This design comes from an exercise in tuning for small area, a short achievable clock period and few clock cycles per item on the open sky130 flow, not from production work.
Only simulation tests tie the RTL to the original design; equivalence was not proved.

==> flow/design.v (outline; a module is shown in full before it is edited, if it fits) <==
// module produto_escalar: 9861 lines
// module fa_cell: 4 lines
module produto_escalar (
    input logic clk,
    input logic rst,
    input logic start,
    input logic signed [31:0] a0, a1, a2, a3, a4, a5, a6, a7,
    input logic signed [31:0] b0, b1, b2, b3, b4, b5, b6, b7,
    output logic done,
    output logic signed [63:0] result
);
  // ...
==> flow/run.sh <==
#!/bin/bash
# synth_recipe.tcl (not shown) runs the flow's synth.tcl, then flattens the netlist and writes it again
# the make line also repeats each setting of config.mk as NAME=value (left out here)
make -C /OpenROAD-flow-scripts/flow DESIGN_CONFIG=/design/flow/config.mk WORK_HOME=/design/flow/orfs CLKGATE_MAP_FILE= SYNTH_SCRIPT=/design/flow/synth_recipe.tcl finish
==> flow/config.mk <==
export PLATFORM = sky130hd
export DESIGN_NAME = produto_escalar
export DESIGN_NICKNAME = produto_escalar
export VERILOG_FILES = /design/flow/design.v
export SDC_FILE = /design/flow/constraint.sdc
export NUM_CORES = 4
export LEC_CHECK = 0
export ABC_AREA = 1
export CAP_MARGIN = 20
export CORE_MARGIN = 2
export CORE_UTILIZATION = 45
export SETUP_SLACK_MARGIN = 4.0
export SLEW_MARGIN = 20
export SYNTH_HIERARCHICAL = 1
export SYNTH_MINIMUM_KEEP_SIZE = 0
==> flow/constraint.sdc <==
create_clock -name core_clock -period 11.0 [get_ports {clk}]
set_input_delay 2.2000 -clock core_clock [delete_from_list [all_inputs] [get_ports {clk}]]
set_output_delay 2.2000 -clock core_clock [all_outputs]
set_load 0.01 [all_outputs]
==> summary.txt, run 1 <==
EDFF count, synth=0; largest net degree at the start of global routing=47; clk root buf=clkbuf_16; post-DP HPWL=668900 um; syn avg cell area=10.05 um2; Post-CTS Setup Bufs=914; final RePlAce weighted congestion=1.098; Synth Area in Adders=50.34%; Bufs on Longest Clock Path=3; Port Buffers=579; post-synthesis simple-gate area fraction=3.253%; synthesis-stage register bit count=385; Inst Count DP=22170; H-tree depth=2; predominant post-synthesis flop cell=dfxtp_1; stop err=[ERROR GRT-0232] Routing congestion too high. Check the congestion heatmap in the GUI.; post-CTS resize count=3471; Synth top area share=47.19%; die width=635.2 um; status=did not finish; Post-Place Setup Slack=2.031 ns; placed inst area=187500 um2; cell count after synthesis=17840; # rows=231; Synth area leader=fa_1; mux cell area share after synthesis=0%; xor/xnor share of the synthesized area=20.16%; Failed at=5_1_grt; clk sinks=385; post-synth net total=23040; largest cells by area after synthesis=fa_1 (47%), xor2_1 (20%), o22ai_1 (14%); die height=635.2 um; main combinational cell family by area after synthesis=adder cells; Synthesis Warnings=7; unique cell type count in the Yosys netlist=35
Testbench counts, summed over its fixed seeds: cycles 968, items 960.
==> inputs of run 2 (changes only) <==
==> flow/flow/run.sh (new file) <==
#!/bin/bash
# The standard layout (standard.sh), with one change: the buffer that
# buffer_ports puts on every input and output port is buf_4 instead of the
# delay buffer (clkdlybuf4s50_1) it picks by default.
set -euo pipefail
export BUFFER_PORTS_ARGS="-buffer_cell sky130_fd_sc_hd__buf_4"
bash standard.sh > standard_flow.log 2>&1
==> flow/standard.sh (new file) <==
#!/bin/bash
# synth_recipe.tcl (not shown) runs the flow's synth.tcl, then flattens the netlist and writes it again
# the make line also repeats each setting of config.mk as NAME=value (left out here)
make -C /OpenROAD-flow-scripts/flow DESIGN_CONFIG=/design/flow/config.mk WORK_HOME=/design/flow/orfs CLKGATE_MAP_FILE= SYNTH_SCRIPT=/design/flow/synth_recipe.tcl "${@:-finish}"
removed: flow/run.sh
==> run 2 against run 1 <==
  * The run now finishes clean
  * Area after synthesis stayed put
  * Synthesized cell count stayed put
==> summary.txt, run 2 <==
status=timing/DRC/antenna clean (was did not finish); cell count after synthesis=17840 (unchanged); core region area=396300 um2; count leader, synth=fa_1 (unchanged); drc violations=0; TritonCTS Buffers=42 (unchanged); worst slew pin tran=1.384 ns; clk sinks=385 (unchanged); EDFF count, synth=0 (unchanged); Synth top area share=47.19% (unchanged); Critical Path Sink Type=flop; largest cells by area after synthesis=fa_1 (47%), xor2_1 (20%), o22ai_1 (14%) (unchanged); share of post-route cells with drive strength above 1=20.48%; post-synth net total=23040 (unchanged); GRT Total Usage=48.28%; final design utilization=53.43%; slowest CP cell=fa_2; most common cell after layout, fill and taps aside=xor2_1; critical path class=primary input to flop; Port Buffers=579 (unchanged); Top Registers=r: 384 flops, done: 1 flops; most flop-heavy register=r; hold crit path type=primary input to asynchronous set/reset pin; critical-path cell list=buf_12 > clkinvlp_4 > o21ai_4 > buf_12 > buf_4 > o22ai_1 > xor2_1 > ha_1 > fa_1 > fa_1 > fa_2 > fa_1 > fa_2 > fa_2 > fa_2 > fa_2; initial antenna violation count=61; top cells by count, synth=fa_1 (4226), xor2_1 (4125), o22ai_1 (3960) (unchanged); unique cell type count in the Yosys netlist=35 (unchanged); final wirelength=1011000 um; clk root buf=clkbuf_16 (unchanged); Inst Count DP=22050 (was 22170); most frequent cells in the layout=xor2_1 (4076), o22ai_1 (3838), fa_1 (3571); Rel. slew slack=7.431%; # rows=231 (unchanged); Synthesis Warnings=7 (unchanged); Non-Filler Instances=23120; synthesis-stage register bit count=385 (unchanged); Final setup viols=0; fill count=34250; final RePlAce weighted congestion=1.108 (was 1.098); setup ws final=3.628 ns; fin nets=23000; 1st-pass router iterations=14; largest delay contributor family on the critical path=adder cells; Synth area leader=fa_1 (unchanged); MaxCap Viol Count=0; FMAX=135.7 MHz; Startpoint Class=primary input; Hold WS=1.382 ns; CP max stage delay=0.74 ns; drt wl/cell=43.75 um; post-DP HPWL=654100 um (was 668900 um); cell mode on critical path=fa_2; largest net degree at the start of global routing=47; max reg flops=384; RSZ-0062 raised after global routing=true; Vias/cell=7.257; Max FO, Critical Path=17; post-synth design cell area=179300 um2 (unchanged); placed inst area=185800 um2 (was 187500 um2); Worst-path clk slew=0.09 ns; predominant post-synthesis flop cell=dfxtp_1 (unchanged); Fin. Hold Viols=0; die area=403500 um2; Slew Limit Fails=0; H-tree depth=2 (unchanged); DRT iter0 DRCs=31430; critical path required time=11.56 ns; sequential element share of the synthesized area=4.302% (unchanged); die width=635.2 um (unchanged); vias in the first global route=165500; CTS tree=done; io pins=580 (unchanged); hold_buf cts=0 (unchanged); setup tns final=0 ns; Final ANT Viol Nets=0; Final Cell Area=211700 um2; Tmin final=7.372 ns; Bufs on Longest Clock Path=3 (unchanged); first-pass GRT wire length=1363000 um; arrival time worst endpoint=7.94 ns; via count=167800; Async SR Flop Fraction=0.2597% (unchanged); P&R area growth vs syn=18.10%; die height=635.2 um (unchanged); period utilisation layout=67.02%; total grt overflow=0; Buf/Inv on CP=4; Initial Utilization=45.24% (unchanged); Post-Place Setup Slack=1.995 ns (was 2.031 ns); syn avg cell area=10.05 um2 (unchanged)
run 2: cell counts after synthesis:
Identical to the previous run, type by type.
run 2: worst max path at each step:
stage / startpoint / end / slack [ns] / cells past startpoint
after global routing: b0[1] / r[209]$_DFF_P_ / 3.61 / 18
after floorplan: b7[3] / r[209]$_DFF_P_ / 3.78 / 16
after detailed placement: b1[7] / r[185]$_DFF_P_ / 1.99 / 15
final: b0[21] / r[209]$_DFF_P_ / 3.63 / 16
after CTS: b4[1] / r[197]$_DFF_P_ / 3.76 / 15
after global placement: b6[7] / r[239]$_DFF_P_ / 2.03 / 16
run 2: final cells by class:
| class | instances | area (um2) | share of cell area [%] |
|---|---|---|---|
| diodes | 38 | 95.09 | 0.04491 |
| clock buffers | 53 | 1162 | 0.5490 |
| repair inverters | 6 | 41.29 | 0.01950 |
| clock inverters | 21 | 254.0 | 0.1200 |
| inverters | 749 | 3267 | 1.543 |
| multi-input cells | 14730 | 168600 | 79.62 |
| repair buffers | 1892 | 24060 | 11.36 |
| flip-flops and latches | 385 | 7712 | 3.643 |
| well taps | 5242 | 6559 | 3.098 |
run 2: cells by family after synthesis:
kind of cell / count (synthesis) / synth area share [%]
DFF: 385 / 4.302
and+or+nand+nor: 1474 / 3.253
AOI/OAI and AO/OA: 4375 / 15.21
xor gates and xnor gates: 4127 / 20.16
adders and majority gates: 4678 / 50.34
buffers and inverters: 2804 / 6.731
run 2: Yosys stat by module, one instance, submodules excluded:
module           copies in the design  flip-flops and latches  cells inside  cell area [um2]
produto_escalar                     1                     385         13620            94700
fa_cell                          4225                       0             1            20.02
run 2: what timing repair did:
action,in CTS,in global routing
gates cloned,227,46
gates resized for setup,1882,781
setup buffers,456,229
pin swaps,335,518
endpoints found under the setup margin,289,200
run 2: layer usage:
layer  wire length (um)  global-route usage, %
met5               2138                  3.273
met4             125500                  42.02
met3             179800                  26.27
met2             381400                  64.09
met1             322500                  55.52
==> inputs of run 3 (changes only) <==
--- a/flow/config.mk
+++ b/flow/config.mk
@@ -9,5 +9,7 @@
 export CAP_MARGIN = 20
+export CELL_PAD_IN_SITES_DETAIL_PLACEMENT = 1
+export CELL_PAD_IN_SITES_GLOBAL_PLACEMENT = 1
 export CORE_MARGIN = 2
-export CORE_UTILIZATION = 45
-export SETUP_SLACK_MARGIN = 4.0
+export CORE_UTILIZATION = 38
+export SETUP_SLACK_MARGIN = 3.5
 export SLEW_MARGIN = 20
==> run 3 against run 2 <==
  * Setup slack got worse by 0.20 ns
  * Critical path depth fell by 3
==> summary.txt, run 3 <==
status=timing/DRC/antenna clean (unchanged); Vias/cell=6.689 (was 7.257); largest net degree at the start of global routing=43 (was 47); largest cells by area after synthesis=fa_1 (47%), xor2_1 (20%), o22ai_1 (14%) (unchanged); period utilisation layout=68.87% (was 67.02%); most flop-heavy register=r (unchanged); final design utilization=41.61% (was 53.43%); max reg flops=384 (unchanged); # rows=252 (was 231); setup tns final=0 ns (unchanged); Bufs on Longest Clock Path=3 (unchanged); RSZ-0062 raised after global routing=true (unchanged); most frequent cells in the layout=xor2_1 (4117), fa_1 (4068), o22ai_1 (3950) (was xor2_1 (4076), o22ai_1 (3838), fa_1 (3571)); count leader, synth=fa_1 (unchanged); fill count=51490 (was 34250); first-pass GRT wire length=1359000 um (was 1363000 um); Synth area leader=fa_1 (unchanged); GRT Total Usage=40.42% (was 48.28%); Fin. Hold Viols=0 (unchanged); Synth top area share=47.19% (unchanged); clk root buf=clkbuf_16 (unchanged); die height=690.9 um (was 635.2 um); top cells by count, synth=fa_1 (4226), xor2_1 (4125), o22ai_1 (3960) (unchanged); Crit. Startpoint=a5[23] (was b0[21]); largest delay contributor family on the critical path=adder cells (unchanged); io pins=580 (unchanged); worst slew pin tran=1.296 ns (was 1.384 ns); Rel. slew slack=13.61% (was 7.431%); sequential element share of the synthesized area=4.302% (unchanged); DRT iter0 DRCs=20920 (was 31430); Final ANT Viol Nets=0 (unchanged); WL met3=124200 um (was 179800 um); cell mode on critical path=fa_1 (was fa_2); syn avg cell area=10.05 um2 (unchanged); Hold WS=1.333 ns (was 1.382 ns); H-tree depth=2 (unchanged); Worst-path clk slew=0.11 ns (was 0.09 ns); wl on met1=369400 um (was 322500 um); Tmin final=7.575 ns (was 7.372 ns); post-synth net total=23040 (unchanged); share of post-route cells with drive strength above 1=12.33% (was 20.48%); met2 WL=422100 um (was 381400 um); unique cell type count in the Yosys netlist=35 (unchanged); final wirelength=1002000 um (was 1011000 um); Post-Place Setup Slack=1.824 ns (was 1.995 ns); die width=690.9 um (was 635.2 um); slowest CP cell=inv_2 (was fa_2); cell count after synthesis=17840 (unchanged); synthesis-stage register bit count=385 (unchanged); MaxCap Viol Count=0 (unchanged); placed inst area=186500 um2 (was 185800 um2); Buf/Inv on CP=2 (was 4); CP max stage delay=0.70 ns (was 0.74 ns); Max FO, Critical Path=32 (was 17); most common cell after layout, fill and taps aside=xor2_1 (unchanged); hold crit path type=primary input to asynchronous set/reset pin (unchanged); Startpoint Class=primary input (unchanged); CP Depth=13 (was 16); hold_buf cts=0 (unchanged); vias in the first global route=161100 (was 165500); die area=477300 um2 (was 403500 um2); post-DP HPWL=737500 um (was 654100 um); fin nets=22350 (was 23000); core region area=470400 um2 (was 396300 um2); setup ws final=3.425 ns (was 3.628 ns); Slew Limit Fails=0 (unchanged); P&R area growth vs syn=9.187% (was 18.10%); total grt overflow=0 (unchanged); critical-path cell list=buf_4 > inv_2 > o22ai_1 > xor2_1 > fa_1 > fa_1 > fa_1 > fa_1 > fa_1 > fa_2 > fa_1 > fa_1 > fa_1 (was buf_12 > clkinvlp_4 > o21ai_4 > buf_12 > buf_4 > o22ai_1 > xor2_1 > ha_1 > fa_1 > fa_1 > fa_2 > fa_1 > fa_2 > fa_2 > fa_2 > fa_2); drc violations=0 (unchanged); clk sinks=385 (unchanged); critical path required time=11.45 ns (was 11.56 ns); Final setup viols=0 (unchanged); Final Cell Area=195700 um2 (was 211700 um2); Synthesis Warnings=7 (unchanged); critical path class=primary input to flop (unchanged); via count=156800 (was 167800); max layer used=met5 (unchanged); EDFF count, synth=0 (unchanged); Critical Path Sink Type=flop (unchanged); final RePlAce weighted congestion=1.066 (was 1.108); TritonCTS Buffers=46 (was 42); drt wl/cell=42.73 um (was 43.75 um); Non-Filler Instances=23440 (was 23120); Inst Count DP=23090 (was 22050); Top Registers=r: 384 flops, done: 1 flops (unchanged); CTS tree=done (unchanged); FMAX=132.0 MHz (was 135.7 MHz); initial antenna violation count=44 (was 61); Critical Path End=r[203]$_DFF_P_ (was r[209]$_DFF_P_); Port Buffers=579 (unchanged); predominant post-synthesis flop cell=dfxtp_1 (unchanged); Async SR Flop Fraction=0.2597% (unchanged); Initial Utilization=38.11% (was 45.24%); arrival time worst endpoint=8.03 ns (was 7.94 ns); 1st-pass router iterations=8 (was 14); post-synth design cell area=179300 um2 (unchanged)
[run 3: Yosys stat by module, one instance, submodules excluded]
module           flip-flops and latches  area (um2)  cells  times used
fa_cell                               0       20.02      1        4225
produto_escalar                     385       94700  13620           1
[run 3: logic make-up (layout without fill, tap and decap cells)]
logic type	Yosys count	count (layout)	share of synthesized area, %
XOR/XNOR	4127	4127	20.16
adder cells (fa/ha/maj)	4678	4678	50.34
AO/OA/AOI/OAI	4375	4377	15.21
other	0	26	0
buffers and inverters	2804	2141	6.731
flip-flops	385	385	4.302
AND/OR/NAND/NOR	1474	1487	3.253
[run 3: worst min-delay path by stage]
stage                           endpoint  slack [ns]  cells after the start
after floorplan           done$_DFF_PP0_        1.93                      1
after global placement    done$_DFF_PP0_        2.04                      2
after detailed placement  done$_DFF_PP0_        2.05                      2
after CTS                 done$_DFF_PP0_        1.33                      2
after global routing      done$_DFF_PP0_        1.35                      2
final                     done$_DFF_PP0_        1.33                      2
[run 3: timing repair]
action                                  CTS  global route
pin swaps                                54            77
setup buffers                           119            70
gates resized for setup                 685           471
endpoints found under the setup margin  229           100
cloned                                    6            48
[run 3: layer usage]
metal,global-route usage [%],vias to the layer above
met4,24.92,34
met1,51.53,83850
met2,59.94,11580
li1,-,58890
met3,12.46,2452
met5,0,-
[run 3: final cells by class]
cell class	instances	area [um2]	share of cell area, %
tap	6223	7786	3.978
sequential	385	7712	3.940
antenna	26	65.06	0.03324
timing repair buffer	1305	12840	6.559
multi-input combinational	14670	162700	83.10
clock inverter	24	386.6	0.1975
timing repair inverter	2	12.51	0.006392
clock buffer	61	1277	0.6526
inverter	749	3003	1.534
==> inputs of run 4 (changes only) <==
--- a/flow/config.mk
+++ b/flow/config.mk
@@ -13,3 +13,3 @@
 export CORE_UTILIZATION = 38
-export SETUP_SLACK_MARGIN = 3.5
+export SETUP_SLACK_MARGIN = 3.0
 export SLEW_MARGIN = 20
==> run 4 against run 3 <==
  * Area after synthesis stayed put
  * Setup slack lost 0.50 ns
  * Sequential cell count did not move
  * Highest routed layer unchanged
  * Hold slack gained 0.0032 ns
==> summary.txt, run 4 <==
status=timing/DRC/antenna clean (unchanged); die width=690.9 um (unchanged); most frequent cells in the layout=fa_1 (4205), xor2_1 (4123), o22ai_1 (3959) (was xor2_1 (4117), fa_1 (4068), o22ai_1 (3950)); Synthesis Warnings=7 (unchanged); io pins=580 (unchanged); predominant post-synthesis flop cell=dfxtp_1 (unchanged); Worst-path clk slew=0.11 ns (about the same); cell count after synthesis=17840 (unchanged); core region area=470400 um2 (unchanged); fill count=51930 (was 51490); Max FO, Critical Path=39 (was 32); Fin. Hold Viols=0 (unchanged); clk root buf=clkbuf_16 (unchanged); final design utilization=40.44% (was 41.61%); max reg flops=384 (unchanged); period utilisation layout=73.40% (was 68.87%); share of post-route cells with drive strength above 1=9.459% (was 12.33%); largest net degree at the start of global routing=43 (unchanged); max layer used=met5 (unchanged); hold crit path type=primary input to asynchronous set/reset pin (unchanged); FMAX=123.9 MHz (was 132.0 MHz); # rows=252 (unchanged); via count=154300 (was 156800); 1st-pass router iterations=6 (was 8); Slew Limit Fails=0 (unchanged); Post-Place Setup Slack=1.824 ns (unchanged); Startpoint Class=primary input (unchanged); syn avg cell area=10.05 um2 (unchanged); Final Cell Area=190300 um2 (was 195700 um2); vias in the first global route=159700 (was 161100); Top Registers=r: 384 flops, done: 1 flops (unchanged); most common cell after layout, fill and taps aside=fa_1 (was xor2_1); placed inst area=186500 um2 (unchanged); RSZ-0062 raised after global routing=true (unchanged); EDFF count, synth=0 (unchanged); Hold WS=1.336 ns (was 1.333 ns); DRT iter0 DRCs=20430 (was 20920); most flop-heavy register=r (unchanged); post-synth design cell area=179300 um2 (unchanged); final wirelength=980700 um (was 1002000 um); Vias/cell=6.635 (was 6.689); die area=477300 um2 (unchanged); count leader, synth=fa_1 (unchanged); setup tns final=0 ns (unchanged); synthesis-stage register bit count=385 (unchanged); unique cell type count in the Yosys netlist=35 (unchanged); sequential standard cell area=7712 um2 (unchanged); largest cells by area after synthesis=fa_1 (47%), xor2_1 (20%), o22ai_1 (14%) (unchanged); fin nets=22170 (was 22350); Bufs on Longest Clock Path=3 (unchanged); first-pass GRT wire length=1351000 um (was 1359000 um); TritonCTS Buffers=46 (unchanged); Initial Utilization=38.11% (unchanged); CTS tree=done (unchanged); P&R area growth vs syn=6.123% (was 9.187%); Port Buffers=579 (unchanged); Final ANT Viol Nets=0 (unchanged); Rel. slew slack=14.78% (was 13.61%); sequential element share of the synthesized area=4.302% (unchanged); Crit. Startpoint=b1[23] (was a5[23]); arrival time worst endpoint=8.59 ns (was 8.03 ns); post-DP HPWL=737500 um (unchanged); Synth top area share=47.19% (unchanged); post-synth net total=23040 (unchanged); Async SR Flop Fraction=0.2597% (unchanged); Critical Path Sink Type=flop (unchanged); Tmin final=8.073 ns (was 7.575 ns); drt wl/cell=42.16 um (was 42.73 um); MaxCap Viol Count=0 (unchanged); met2 WL=416400 um (was 422100 um); Synth area leader=fa_1 (unchanged); setup ws final=2.927 ns (was 3.425 ns); Inst Count DP=23090 (unchanged); clk sinks=385 (unchanged); die height=690.9 um (unchanged); WL met3=115900 um (was 124200 um); GRT Total Usage=40.19% (was 40.42%); initial antenna violation count=53 (was 44); drc violations=0 (unchanged); critical path required time=11.51 ns (was 11.45 ns); final RePlAce weighted congestion=1.066 (unchanged); critical path class=primary input to flop (unchanged); Final setup viols=0 (unchanged); total grt overflow=0 (unchanged); worst slew pin tran=1.278 ns (was 1.296 ns); Non-Filler Instances=23260 (was 23440); wl on met1=368000 um (was 369400 um); H-tree depth=2 (unchanged); multi-input logic area=160900 um2 (was 162700 um2); top cells by count, synth=fa_1 (4226), xor2_1 (4125), o22ai_1 (3960) (unchanged)
[run 4: Yosys stat by module (local to each module, per instance)]
module           flops+latches  cell area (um2)  cells  copies in the design
fa_cell                      0            20.02      1                  4225
produto_escalar            385            94700  13620                     1
[run 4: per-layer routing]
metal  track usage, %  vias to the layer above
met1            51.47                    82880
met3            12.17                     2230
li1                 -                    58480
met2            59.52                    10720
met5                0                        -
met4            24.68                       36
[run 4: worst paths after layout]
check                                 end  slack [ns]
worst max-delay path       r[227]$_DFF_P_        2.93
worst min-delay path       done$_DFF_PP0_        1.34
max in group asynchronous  done$_DFF_PP0_        9.58
min in group core_clock    done$_DFF_PP0_        1.61
[run 4: area by class of cell]
class / count / share of cell area (%)
Timing Repair Buffer: 1136 / 4.872
Timing Repair inverter: 1 / 0.003946
Tap cell: 6223 / 4.093
Multi-Input combinational cell: 14650 / 84.58
Inverter: 749 / 1.482
Sequential cell: 385 / 4.054
Antenna cell: 29 / 0.03814
Clock inverter: 24 / 0.2032
Clock buffer: 61 / 0.6715
[run 4: cell families after synthesis]
| group | Yosys count | share of synthesized area [%] |
|---|---|---|
| and+or+nand+nor | 1474 | 3.253 |
| xor gates and xnor gates | 4127 | 20.16 |
| AOI/OAI and AO/OA | 4375 | 15.21 |
| adders and majority gates | 4678 | 50.34 |
| buffers and inverters | 2804 | 6.731 |
| DFF | 385 | 4.302 |
[run 4: repair_timing]
item | 4_1_cts | 5_1_grt
hold buffers | 0 | 0
gates resized for setup | 151 | 164
setup endpoints to repair | 146 | 91
pin swaps | 5 | 19
setup buffers | 7 | 50
endpoints found under the hold margin | 0 | 0
cloned | 1 | 0
[run 4: worst max-delay path, cell delays in order]
cell	delay (ns)
buf_6	0.46
nor2_1	0.18
inv_1	0.10
nand2_2	0.56
o22ai_1	0.45
xor2_1	0.26
fa_1	0.49
fa_1	0.57
fa_1	0.46
fa_1	0.52
fa_1	0.58
fa_1	0.75
fa_1	0.49
fa_1	0.44
==> inputs of run 5 (changes only) <==
--- a/flow/config.mk
+++ b/flow/config.mk
@@ -13,3 +13,3 @@
 export CORE_UTILIZATION = 38
-export SETUP_SLACK_MARGIN = 3.0
+export SETUP_SLACK_MARGIN = 2.5
 export SLEW_MARGIN = 20
==> run 5 against run 4 <==
  * Still clean
  * Sequential cell count stayed put
  * Sequential share of layout area hardly changed
  * Synthesized cell count stayed put
  * Area after synthesis stayed put
  * First-iteration DRC count is 2.8% higher
  * Non-clock buffer count is 52 lower
==> summary.txt, run 5 <==
Max FO, Critical Path=39 (unchanged); GRT Total Usage=40.18% (was 40.19%); hold crit path type=primary input to asynchronous set/reset pin (unchanged); Synth area leader=fa_1 (unchanged); most frequent cells in the layout=fa_1 (4224), xor2_1 (4124), o22ai_1 (3959) (was fa_1 (4205), xor2_1 (4123), o22ai_1 (3959)); via count=154400 (was 154300); 1st-pass router iterations=14 (was 6); critical path class=primary input to flop (unchanged); Final setup viols=0 (unchanged); count leader, synth=fa_1 (unchanged); predominant post-synthesis flop cell=dfxtp_1 (unchanged); Final Cell Area=188600 um2 (was 190300 um2); Async SR Flop Fraction=0.2597% (unchanged); share of post-route cells with drive strength above 1=8.916% (was 9.459%); TritonCTS Buffers=46 (unchanged); MaxCap Viol Count=0 (unchanged); fin nets=22110 (was 22170); top cells by count, synth=fa_1 (4226), xor2_1 (4125), o22ai_1 (3960) (unchanged); Startpoint Class=primary input (unchanged); RSZ-0062 raised after global routing=true (unchanged); setup tns final=0 ns (unchanged); Final ANT Viol Nets=0 (unchanged); drt wl/cell=42.24 um (was 42.16 um); met2 Track Usage GR=59.69% (was 59.52%); clk root buf=clkbuf_16 (unchanged); critical path required time=11.52 ns (was 11.51 ns); largest net degree at the start of global routing=43 (unchanged); post-synth design cell area=179300 um2 (unchanged); EDFF count, synth=0 (unchanged); Critical Path Sink Type=flop (unchanged); Crit. Startpoint=b3[3] (was b1[23]); met1 global-route usage=51.56% (was 51.47%); clk sinks=385 (unchanged); Initial Utilization=38.11% (unchanged); final wirelength=980300 um (was 980700 um); sequential element share of the synthesized area=4.302% (unchanged); largest cells by area after synthesis=fa_1 (47%), xor2_1 (20%), o22ai_1 (14%) (unchanged); Synth top area share=47.19% (unchanged); Slew Limit Fails=0 (unchanged); final RePlAce weighted congestion=1.066 (unchanged); Synthesis Warnings=7 (unchanged); post-synth net total=23040 (unchanged); Rel. slew slack=14.49% (was 14.78%); cell count after synthesis=17840 (unchanged); FMAX=118.5 MHz (was 123.9 MHz); Port Buffers=579 (unchanged); max reg flops=384 (unchanged); die height=690.9 um (unchanged); H-tree depth=2 (unchanged); io pins=580 (unchanged); post-DP HPWL=737500 um (unchanged); first-pass GRT wire length=1350000 um (was 1351000 um); initial antenna violation count=51 (was 53); M3 GR Usage=12.02% (was 12.17%); syn avg cell area=10.05 um2 (unchanged); Critical Path End=r[173]$_DFF_P_ (was r[227]$_DFF_P_); Vias/cell=6.652 (was 6.635); placed inst area=186500 um2 (unchanged); arrival time worst endpoint=8.96 ns (was 8.59 ns); core region area=470400 um2 (unchanged); status=timing/DRC/antenna clean (unchanged); die area=477300 um2 (unchanged); fill count=52030 (was 51930); most common cell after layout, fill and taps aside=fa_1 (unchanged); vias in the first global route=159500 (was 159700); unique cell type count in the Yosys netlist=35 (unchanged); drc violations=0 (unchanged); busiest layer in global routing=met2 (unchanged); Fin. Hold Viols=0 (unchanged); period utilisation layout=76.72% (was 73.40%); synthesis-stage register bit count=385 (unchanged); most flop-heavy register=r (unchanged); DRT iter0 DRCs=21010 (was 20430); total grt overflow=0 (unchanged); Worst-path clk slew=0.11 ns (about the same); worst slew pin tran=1.283 ns (was 1.278 ns); die width=690.9 um (unchanged); # rows=252 (unchanged); Top Registers=r: 384 flops, done: 1 flops (unchanged); Bufs on Longest Clock Path=3 (unchanged); P&R area growth vs syn=5.184% (was 6.123%); Tmin final=8.439 ns (was 8.073 ns); CTS tree=done (unchanged)
run 5: cell counts after synthesis:
No cell type changed its count.
run 5: final cells by class:
class | instances | area [um2] | share of cell area [%]
antenna | 25 | 62.56 | 0.03318
tap | 6223 | 7786 | 4.129
inverter | 749 | 2815 | 1.493
clock buffer | 61 | 1277 | 0.6775
multi-input combinational | 14650 | 160300 | 84.98
timing repair inverter | 1 | 7.507 | 0.003981
sequential | 385 | 7712 | 4.090
clock inverter | 24 | 386.6 | 0.2050
timing repair buffer | 1084 | 8267 | 4.384
run 5: cell families after synthesis:
family                     Yosys count  synth area share (%)
xor gates and xnor gates          4127                 20.16
buffers and inverters             2804                 6.731
and+or+nand+nor                   1474                 3.253
adders and majority gates         4678                 50.34
AOI/OAI and AO/OA                 4375                 15.21
DFF                                385                 4.302
run 5: how the worst min path moves through the flow:
stage | to | from | cells past startpoint
global placement | done$_DFF_PP0_ | rst | 2
finish | done$_DFF_PP0_ | rst | 2
CTS | done$_DFF_PP0_ | rst | 2
global route | done$_DFF_PP0_ | rst | 2
detailed placement | done$_DFF_PP0_ | rst | 2
floorplan | done$_DFF_PP0_ | rst | 1
run 5: per-module statistics from Yosys, one instance, submodules excluded:
module	flip-flops and latches	cell area, um2
produto_escalar	385	94700
fa_cell	0	20.02
run 5: repair_timing:
action                     4_1_cts  5_1_grt
setup endpoints to repair        2       34
setup buffers                    0        5
cloned                           0        1
gates resized for setup          2       44
pin swaps                        0        1
hold buffers                     0        0
run 5: per-stage QoR:
step / cells / setup slack, ns / hold WS, ns / util (%)
after floorplan: 17840 / 3.629 / 1.929 / -
after global placement: 23090 / 1.888 / 2.045 / 39.63
after detailed placement: 23090 / 1.824 / 2.050 / 39.65
after CTS: 23170 / 2.518 / 1.328 / 40.00
after global routing: 23190 / 2.495 / 1.354 / 40.07
final: 23210 / 2.561 / 1.333 / 40.08
run 5: critical path, cell delays in order:
cell and delay, ns:
buf_4 0.61, nand2_1 0.21, nand2_1 0.64, buf_4 0.44
o22ai_1 0.15, xor2_1 0.20, fa_1 0.58, fa_1 0.46
fa_1 0.48, fa_1 0.40, fa_1 0.47, fa_1 0.52
fa_1 0.64, fa_1 0.47, fa_1 0.45
run 5: per-layer routing:
| layer | up-vias | part of all wire (%) | wire length (um) |
|---|---|---|---|
| met2 | 10990 | 43 | 417800 |
| met5 | - | 0.058 | 564 |
| met3 | 2152 | 12 | 116400 |
| met4 | 46 | 7.9 | 77040 |
| met1 | 82810 | 38 | 368500 |
| li1 | 58370 | - | - |

-- port drivers added, routing unchanged --
In the flow no input, the clock included, has a driving cell. The finished layouts below were timed again as built, in two steps.
Step 1 sets driving cells, clkbuf_16 on the clock port and buf_2 on the other inputs (assumed; they add their load-dependent delay and slew).
Step 2 also shifts input and output timing later by t, the mid clock arrival at the registers, as if the neighbouring blocks saw the same clock.
a / b / c = no drivers / after step 1 / after step 2; a / b = the first two.
run | shift t [ns] | setup WS [ns] | clock arrival spread, ns | pins driven straight from the clock port
run 2 | 0.708 | 3.628 / 3.457 / 2.749 | 0.060 / 0.060 | 1
run 3 | 0.735 | 3.425 / 3.354 / 2.619 | 0.112 / 0.113 | 1
run 4 | 0.733 | 2.927 / 2.930 / 2.197 | 0.107 / 0.108 | 1
run 5 | 0.735 | 2.561 / 2.475 / 1.740 | 0.110 / 0.111 | 1
After both steps setup and hold are still met in every run listed. For run 2, which loses most, drivers alone change the setup slack by -0.171 ns; drivers and shift together by -0.879 ns.
